This design comes from an exercise in tuning for small area on the open sky130 flow, not from production work.
Only simulation tests tie the RTL to the original design; equivalence was not proved.
Power is estimated from default activity; no workload was simulated.

File: config.mk
export PLATFORM = sky130hd
export DESIGN_NAME = irig
export DESIGN_NICKNAME = irig
export VERILOG_FILES = /design/flow/design.v
export SDC_FILE = /design/flow/constraint.sdc
export NUM_CORES = 4
export LEC_CHECK = 0
export CAP_MARGIN = 20
export CORE_MARGIN = 2
export CORE_UTILIZATION = 40
export SLEW_MARGIN = 20
File: constraint.sdc
create_clock -name core_clock -period 10.0 [get_ports {clk}]
set_input_delay 2.0000 -clock core_clock [delete_from_list [all_inputs] [get_ports {clk}]]
set_output_delay 2.0000 -clock core_clock [all_outputs]
set_load 0.01 [all_outputs]
File: design.v
module irig(input         clk,
            input         rst,
            input         irigb,
            output        pps,
            output reg [5:0]  ts_second,
            output reg [5:0]  ts_minute,
            output reg [4:0]  ts_hour,
            output reg [8:0]  ts_day,
            output reg [6:0]  ts_year,
            output reg [16:0] ts_sec_day,
            output [3:0]  state);
    localparam [16:0] CYCLES_ZERO = 17'd19000,
                      CYCLES_ONE  = 17'd49000,
                      CYCLES_MARK = 17'd79000;
    localparam ST_UNLOCKED = 4'd0, ST_PRELOCK = 4'd1, ST_START = 4'd2,
               ST_SECOND = 4'd3, ST_MINUTE = 4'd4, ST_HOUR = 4'd5,
               ST_DAY = 4'd6, ST_DAY2 = 4'd7, ST_YEAR = 4'd8,
               ST_UNUSED1 = 4'd9, ST_UNUSED2 = 4'd10,
               ST_SEC_DAY = 4'd11, ST_SEC_DAY2 = 4'd12;
    reg [16:0] cnt;
    reg        irigb_last, irigb_last2;
    always @(posedge clk) begin
        cnt <= irigb_last ? cnt + {16'd0, irigb} : 17'd0;
        if (rst) begin
            irigb_last  <= 1'b0;
            irigb_last2 <= 1'b0;
        end else begin
            irigb_last  <= irigb;
            irigb_last2 <= irigb_last;
        end
    end
    wire fall  = irigb_last2 & ~irigb_last;
    wire ge0   = cnt >= CYCLES_ZERO;
    wire ge1   = cnt >= CYCLES_ONE;
    wire ge2   = cnt >= CYCLES_MARK;
    wire mark  = fall & ge2;
    wire d1    = fall & ge1 & ~ge2;
    wire data  = fall & ge0 & ~ge2;
    reg [3:0] st, nst;
    reg       pps_gate, pps_en;
    reg [3:0] icnt;    
    always @(posedge clk) begin
        if (mark)
            icnt <= 4'd0;
        else if (data)
            icnt <= icnt + 4'd1;
        if (rst) begin
            st <= ST_UNLOCKED;
            pps_gate <= 1'b0;
        end else begin
            st <= nst;
            pps_gate <= pps_en;
        end
    end
    always @(*) begin
        nst = st;
        pps_en = 1'b0;
        case (st)
          ST_UNLOCKED: if (mark) nst = ST_PRELOCK;
          ST_PRELOCK:  if (mark) nst = ST_SECOND; else if (data) nst = ST_UNLOCKED;
          ST_START: begin
              pps_en = 1'b1;
              if (mark) nst = ST_SECOND; else if (data) nst = ST_UNLOCKED;
          end
          ST_SECOND:   if (mark) nst = ST_MINUTE;
          ST_MINUTE:   if (mark) nst = ST_HOUR;
          ST_HOUR:     if (mark) nst = ST_DAY;
          ST_DAY:      if (mark) nst = ST_DAY2;
          ST_DAY2:     if (mark) nst = ST_YEAR;
          ST_YEAR:     if (mark) nst = ST_UNUSED1;
          ST_UNUSED1:  if (mark) nst = ST_UNUSED2;
          ST_UNUSED2:  if (mark) nst = ST_SEC_DAY;
          ST_SEC_DAY:  if (mark) nst = ST_SEC_DAY2;
          ST_SEC_DAY2: if (mark) begin nst = ST_START; pps_en = 1'b1; end
          default: ;
        endcase
    end
    wire finish = mark & (st == ST_SEC_DAY2);
    wire clr    = rst | finish;
    reg opb, opc;
    always @(posedge clk) begin
        opb <= d1 & ~rst;
        opc <= opb & ~rst;
    end
    wire [3:0] pa = icnt;              
    wire [3:0] pb = icnt - 4'd1;       
    wire [3:0] ia = {1'b0, pa[2:0] - 3'd5};    
    wire [3:0] ib = {1'b0, pb[2:0] - 3'd5};
    reg [8:0] g;
    reg       bit_ok;
    always @(*) begin
        g = 9'd0;
        if (st == ST_DAY2) begin
            if (d1  && pa < 4'd2) g = 9'd1 << (pa[0] + 4'd2);
            if (opb && pb < 4'd2) g = 9'd1 << (pb[0] + 4'd5);
            if (opc && pb < 4'd2) g = 9'd1 << (pb[0] + 4'd6);
        end else begin
            if (d1)  g = (pa < 4'd4) ? (9'd1 << pa[1:0]) : (pa == 4'd4) ? 9'd0 : (9'd1 << (ia + 4'd1));
            if (opb) g = (pb < 4'd5) ? 9'd0 : (9'd1 << (ib + 4'd3));
        end
        bit_ok = 1'b1;
        if (st == ST_MINUTE && ((d1 && pa == 4'd8) || (opb && pb == 4'd8))) bit_ok = 1'b0;
        if (st == ST_HOUR && ((d1 && pa >= 4'd8) || (opb && pb >= 4'd8))) bit_ok = 1'b0;
    end
    wire [8:0] gm = g & {9{bit_ok}};
    reg [5:0]  sec_i;
    reg [5:0]  min_i;
    reg [4:0]  hour_i;
    reg [8:0]  day_i;
    reg [6:0]  year_i;
    reg [16:0] sbs_i;
    function [8:0] inc9(input [8:0] q, input [8:0] s);
        integer k;
        reg t;
        begin
            t = 1'b0;
            for (k = 0; k < 9; k = k + 1) begin
                t = s[k] | (t & q[k-1 < 0 ? 0 : k-1]);
                inc9[k] = q[k] ^ t;
            end
        end
    endfunction
    wire e_sec  = st == ST_SECOND;
    wire e_min  = st == ST_MINUTE;
    wire e_hour = st == ST_HOUR;
    wire e_day  = st == ST_DAY || st == ST_DAY2;
    wire e_year = st == ST_YEAR;
    wire [8:0] sec_n  = inc9({3'd0, sec_i},  gm & {9{e_sec}});
    wire [8:0] min_n  = inc9({3'd0, min_i},  gm & {9{e_min}});
    wire [8:0] hour_n = inc9({4'd0, hour_i}, gm & {9{e_hour}});
    wire [8:0] day_n  = inc9(day_i,          gm & {9{e_day}});
    wire [8:0] year_n = inc9({2'd0, year_i}, gm & {9{e_year}});
    wire [4:0]  sbs_pos = (st == ST_SEC_DAY2) ? {1'b0, icnt} + 5'd9 : {1'b0, icnt};
    wire        sbs_en  = d1 & (st == ST_SEC_DAY || st == ST_SEC_DAY2);
    wire [16:0] sbs_hit = {16'd0, sbs_en} << sbs_pos;
    always @(posedge clk) begin
        sec_i  <= sec_n[5:0]  & {6{~clr}};
        min_i  <= min_n[5:0]  & {6{~clr}};
        hour_i <= hour_n[4:0] & {5{~clr}};
        day_i  <= day_n       & {9{~clr}};
        year_i <= year_n[6:0] & {7{~clr}};
        sbs_i  <= (sbs_i | sbs_hit) & {17{~clr}};
    end
    wire ld   = finish & ~rst;
    wire hold = ~finish & ~rst;
    always @(posedge clk) begin
        ts_second  <= ({6{ld}}  & sec_i)  | ({6{hold}}  & ts_second);
        ts_minute  <= ({6{ld}}  & min_i)  | ({6{hold}}  & ts_minute);
        ts_hour    <= ({5{ld}}  & hour_i) | ({5{hold}}  & ts_hour);
        ts_day     <= ({9{ld}}  & day_i)  | ({9{hold}}  & ts_day);
        ts_year    <= ({7{ld}}  & year_i) | ({7{hold}}  & ts_year);
        ts_sec_day <= ({17{ld}} & sbs_i)  | ({17{hold}} & ts_sec_day);
    end
    assign pps   = irigb & pps_gate;
    assign state = st;
endmodule
File: flow/run.sh
#!/bin/bash
# Own layout flow: the standard synthesis, its combinational logic re-mapped for area
# (flip-flops untouched), then the standard ORFS layout with small port buffers and a
# clock tree without dummy loads. Each tool's output goes to a log file in this folder.
set -uo pipefail
W=$(pwd)
F=$W/flow
YOSYS=$(command -v yosys || echo /OpenROAD-flow-scripts/tools/install/yosys/bin/yosys)
R=$W/orfs/results/$FLOW_PLATFORM/irig/base
export LIB_FILE=$FLOW_HOME/platforms/$FLOW_PLATFORM/lib/sky130_fd_sc_hd__tt_025C_1v80.lib
export FLOW_TOP

bash standard.sh synth > $W/log_1_std_synth.log 2>&1 || exit 1
cp $R/1_2_yosys.v $W/std_1_2_yosys.v

# don't-use cells of the platform
export DONT_USE=$(sed -n '/DONT_USE_CELLS/,/^#/p' $FLOW_HOME/platforms/$FLOW_PLATFORM/config.mk | grep -o 'sky130_fd_sc_hd__[a-z0-9_]*' | tr '\n' ' ')
# cells kept as they are: flip-flops and tie cells
export KEEP_CELLS=$(grep -o 'sky130_fd_sc_hd__\(dfxtp\|dfrtp\|dfstp\|dfbbp\|dfxbp\|edfxtp\|sdf[a-z]*\|conb\)_[0-9]*' $W/std_1_2_yosys.v | sort -u | tr '\n' ' ')

best=""; best_area=""
for s in $F/abc_*.script; do
  n=$(basename $s .script)
  NETLIST_IN=$W/std_1_2_yosys.v NETLIST_OUT=$W/resyn_$n.v ABC_SCRIPT=$s STAT_OUT=$W/resyn_$n.stat \
    $YOSYS -c $F/resyn.tcl > $W/log_2_resyn_$n.log 2>&1 || continue
  a=$(grep -a "Chip area for module" $W/resyn_$n.stat | tail -1 | awk '{print $NF}')
  [ -z "$a" ] && continue
  sed -e "s#@LIB@#$LIB_FILE#" -e "s#@GOLD@#$W/std_1_2_yosys.v#" -e "s#@GATE@#$W/resyn_$n.v#" -e "s#@TOP@#$FLOW_TOP#" $F/equiv.ys > $W/equiv_$n.ys
  timeout 600 $YOSYS -s $W/equiv_$n.ys > $W/log_3_equiv_$n.log 2>&1 || continue
  grep -q "SUCCESS" $W/log_3_equiv_$n.log || continue
  if [ -z "$best" ] || awk "BEGIN{exit !($a < $best_area)}"; then best=$n; best_area=$a; fi
done
echo "best resynthesis: ${best:-none} $best_area" | tee $W/resyn_choice.txt
if [ -n "$best" ]; then
  cp $W/resyn_$best.v $R/1_2_yosys.v
  rm -f $R/1_synth.odb $R/1_synth.sdc
  bash standard.sh synth > $W/log_4_synth_odb.log 2>&1 || exit 1
fi

export BUFFER_PORTS_ARGS="-buffer_cell sky130_fd_sc_hd__buf_1"
export CTS_ARGS="-sink_clustering_enable -repair_clock_nets -dont_use_dummy_load -buf_list sky130_fd_sc_hd__clkbuf_8 -root_buf sky130_fd_sc_hd__clkbuf_8 -sink_clustering_size 40 -sink_clustering_max_diameter 150"
bash standard.sh finish > $W/log_5_layout.log 2>&1 || exit 1
File: flow/abc_a2.script
&get -n
&st
&dch -f
&nf -a
&put
File: flow/abc_a4.script
strash
dc2
dch -f
amap
topo
File: flow/abc_a6.script
strash
dc2
balance; rewrite; refactor; balance; rewrite; rewrite -z; balance; refactor -z; rewrite -z; balance
dc2
dch -f
amap
topo
File: flow/abc_a7.script
strash
balance -l; resub -K 6 -l; rewrite -l; resub -K 6 -N 2 -l; refactor -l; resub -K 8 -l; balance -l; resub -K 8 -N 2 -l; rewrite -l; resub -K 10 -l; rewrite -z -l; resub -K 10 -N 2 -l; balance -l; resub -K 12 -l; refactor -z -l; resub -K 12 -N 2 -l; rewrite -z -l; balance -l
dch -f
amap
strash
balance -l; resub -K 6 -l; rewrite -l; resub -K 6 -N 2 -l; refactor -l; resub -K 8 -l; balance -l; resub -K 8 -N 2 -l; rewrite -l; resub -K 10 -l; rewrite -z -l; resub -K 10 -N 2 -l; balance -l; resub -K 12 -l; refactor -z -l; resub -K 12 -N 2 -l; rewrite -z -l; balance -l
dch -f
amap
topo
File: flow/equiv.ys
# Combinational proof that the re-mapped netlist equals the standard synthesis's: flip-flops
# (same instance and output names in both) are cut into inputs and outputs.
read_liberty -ignore_miss_func @LIB@
read_verilog @GOLD@
rename @TOP@ gold
read_verilog @GATE@
rename @TOP@ gate
flatten gold gate
select -module gold w:_* w:*.* %u
rename -hide
select -clear
select -module gate w:_* w:*.* %u
rename -hide
select -clear
opt_clean -purge gold gate
expose -evert-dff gold/t:$_DFF* gate/t:$_DFF*
opt_clean -purge gold gate
miter -equiv -flatten -make_assert gold gate miter
hierarchy -top miter
sat -verify -prove-asserts miter
File: flow/resyn.tcl
# Re-map the combinational logic of the standard synthesis with an area-oriented ABC script.
# The flip-flops (and their instance names) are kept as the standard synthesis made them.
yosys -import
set lib $::env(LIB_FILE)
set netlist $::env(NETLIST_IN)
set out $::env(NETLIST_OUT)
set script $::env(ABC_SCRIPT)
read_liberty -ignore_miss_func $lib
read_verilog $netlist
hierarchy -top $::env(FLOW_TOP)
foreach m [list {*}[split $::env(KEEP_CELLS)]] { blackbox $m }
flatten
yosys rename -hide w:_* w:*.*
opt_clean -purge
set du {}
foreach c [split $::env(DONT_USE)] { if {$c ne ""} { lappend du -dont_use $c } }
abc -script $script -liberty $lib {*}$du
opt_clean -purge
hilomap -singleton -hicell sky130_fd_sc_hd__conb_1 HI -locell sky130_fd_sc_hd__conb_1 LO
splitnets
opt_clean -purge
hierarchy -top $::env(FLOW_TOP)
tee -o $::env(STAT_OUT) stat -liberty $lib
write_verilog -noattr -noexpr -nohex -nodec $out
File: standard.sh
#!/bin/bash
# synth_recipe.tcl (not shown) runs the flow's synth.tcl, then flattens the netlist and writes it again
# the make line also repeats each setting of config.mk as NAME=value (left out here)
make -C /OpenROAD-flow-scripts/flow DESIGN_CONFIG=/design/flow/config.mk WORK_HOME=/design/flow/orfs CLKGATE_MAP_FILE= SYNTH_SCRIPT=/design/flow/synth_recipe.tcl "${@:-finish}"
==> summary.txt <==
where the power goes:
part | total (W) | switching, W | internal, W
Sequential | 0.000521 | 0.00000174 | 0.000519
Combinational | 0.0000214 | 0.0000176 | 0.00000378
Clock | 0.000317 | 0.000168 | 0.000149
worst max-delay path: cells and delay by family (launching register included):
family	cells	cell delay, ns
and+or+nand+nor	14	1.80
DFF	1	0.32
AOI/OAI and AO/OA	15	2.30
routing by layer:
metal / global-route usage / up-vias / share of wire
li1: - / 2411 / -
met3: 0.05691 / 23 / 0.061
met5: 0 / - / 0
met2: 0.2844 / 135 / 0.44
met1: 0.2315 / 2174 / 0.47
met4: 0.08961 / 0 / 0.021
state kept, by name, indices dropped and copies added, names as in the netlist, 4 cells and up:
| register | flops |
|---|---|
| day_i | 9 |
| sbs_i | 17 |
| ts_sec_day | 17 |
| sec_i | 6 |
| ts_year | 7 |
| min_i | 6 |
| ts_second | 6 |
| icnt | 4 |
| hour_i | 5 |
| cnt | 17 |
| year_i | 7 |
| ts_minute | 6 |
| st | 4 |
| ts_day | 9 |
| ts_hour | 5 |
through the flow:
step | power (W) | area [um2] | setup WS (ns) | hold slack, ns
detailed placement | 0.0005536 | 5608 | 5.488 | 0.4462
global route | 0.0008922 | 5842 | 4.743 | 0.4822
floorplan | 0.0005451 | 5144 | 3.727 | 0.4350
CTS | 0.0008708 | 5842 | 5.473 | 0.4583
global placement | 0.0005528 | 5608 | 5.523 | 0.4379
finish | 0.0008597 | 5842 | 5.490 | 0.4531
placed cells by master (no fill, tap or decap), types with 5 or more instances in the layout:
master and count:
dfxtp_1 130, a211oi_1 13, clkinv_1 53, nor2b_1 7, nor2_1 144, or2_0 7, a21oi_1 36, nand3_1 6
a32o_1 40, nor3_1 27, nor4_1 6, clkbuf_8 17, buf_1 57, o21ai_0 64, or3_1 5, nand2_1 56
worst max-delay path by stage:
stage,endpoint
after global routing,day_i[8]$_DFF_P_
after CTS,day_i[8]$_DFF_P_
after global placement,pps
after floorplan,min_i[5]$_DFF_P_
final,day_i[8]$_DFF_P_
after detailed placement,day_i[8]$_DFF_P_
layout make-up:
cell class | count | area, um2
clock buffer | 17 | 234.0
fill | 1251 | 6726
inverter | 53 | 198.9
multi-input combinational | 447 | 2355
sequential | 130 | 2603
tap | 172 | 215.2
timing repair buffer | 60 | 236.5
==> summary.txt <==
Final layout
* 0 — number of diodes added for antenna fixing
* 0.4648 — post-layout utilization of the core
* 0.03112 — share of post-route cells with drive strength above 1
* 13.57% — relative area change from synthesis to final layout
* 879 — post-route insts no fill
* 712 — Post-layout nets

Global route
* 20450 um — global-route wire length before repair
* 0 — total grt overflow
* 69 — pin count of the biggest net entering global routing
* 4319 — number of global-route vias before repair
* 0 — initial antenna violation count
* 0.1834 — aggregate global-route resource usage

Run status
* timing/DRC/antenna clean — status

Die
* 13780 um2 — Die ar.
* 117.4 um — horizontal die dimension
* 41 — site row count
* 58 — number of top-level pins
* 0.4093 — Starting Density
* 117.4 um — floorplan die height
* 12570 um2 — core area

Clock tree
* 0 — Post-CTS Hold Buffers
* 130 — CTS Sinks
* 2 — Longest Clk Path Bufs
* clkbuf_8 — root cell of the clock tree
* 0 — number of post-CTS setup repair buffers
* 0.45 ns — Clock Latency Late Sink
* 0 — number of gates given a new drive strength after cts
* built — TritonCTS clock tree
* 4 — depth of the CTS H-tree
* 0.07 ns — clock-pin slew of the registers on the worst-case setup and hold paths
* 17 — CTS buffer count

Setup path
* cnt[3]$_SDFF_PN0_ — Crit. Startpoint
* or2_0 — worst-path cell with the longest stage delay
* flip-flop — Worst setup SP type
* day_i[8]$_DFF_P_ — endpoint of the worst-slack reg-to-reg timing path
* 5.49 ns — worst reg2reg setup slack
* 29 — Reg2Reg Depth
* 6 — maximum fanout encountered on the critical timing path
* flip-flop — type of element capturing the critical path
* reg2reg — category of the critical setup timing path
* cnt[3]$_SDFF_PN0_ — worst reg2reg path startpoint
* 10.34 ns — data required time at the worst endpoint
* 0.36 ns — slowest stage delay, CP
* o21ai_0 — CP dominant cell by count
* 4.85 ns — WP data arrival

Yosys
* 8.165 um2 — Avg Synthesized Cell Area
* 630 — gate count after technology mapping
* 1 — number of synthesis warnings
* 633 — synthesized netlist net count
* 5144 um2 — post-synthesis cell area

Min path
* reg2reg — Tightest Hold Check Type
* cnt[7]$_SDFF_PN0_ — terminating pin of the worst hold path
* irigb_last$_SDFF_PP0_ — launch instance of the worst min-delay path
* 2 — worst hold path stage count

Routing
* 0 — antenna viol nets, final
* 402 — number of DRC markers after the initial detailed-route iteration
* 4743 — total vias in the final route
* 12180 um — post-detailed-routing wire length
* 5 — number of search-and-repair iterations in the first detailed-routing pass
* 5.396 — ratio of routed vias to standard cells
* 0 — Remaining DRCs
* 13.86 um — Avg WL per Cell

Placement
* 0.9129 — GPL Wtd Cong
* 57 — Port Buffers
* 862 — placed cells
* 8436 um — half-perimeter wire length of the detailed placement result

STA
* 0.9256 ns — worst-margin pin slew
* 0.4510 — Tcrit/Tclk final
* 4.510 ns — Final Critical Period
* false — setup repair after global routing missed its margin
* 0 — Final Hold Fails
* 0 — max-slew violation count
* 0.02502 ns — clk_skew
* 0.2217 GHz — Highest Clock Rate
* 0.3788 — worst slew margin relative to its limit
* 0 ns — Setup TNS
* 0 — # setup viols final

Power and ir drop
* 1.840 nW — Lkg Pwr
* 0.05978 mV — VDD IR-drop max
* 147.2 nW/um2 — Power Density

Flow run
* 0 — number of violations of the max-capacitance limit

## port drivers added, routing unchanged
The flow's constraints put no driver on any port. The routed layout listed below was extracted and timed again, unchanged, in two steps.
Step 1 (the two cells are an assumption about what drives the block):
set clk [get_ports {clk}]
set_driving_cell -lib_cell sky130_fd_sc_hd__clkbuf_16 $clk
set_driving_cell -lib_cell sky130_fd_sc_hd__buf_2 [delete_from_list [all_inputs] $clk]
Step 2 also shifts input and output timing later by t, the mid clock arrival at the registers, as if the neighbouring blocks saw the same clock.
Slacks: no drivers / after step 1 / after step 2; pairs: no drivers / after step 1.
t (ns): 0.473
setup slack, ns: 5.490 / 5.479 / 5.479
hold slack, ns: 0.453 / 0.453 / 0.453
latest minus earliest clock arrival (ns): 0.025 / 0.026
After both steps this run still meets setup and hold. For this run, drivers alone change the setup slack by -0.011 ns; drivers and shift together by -0.011 ns.
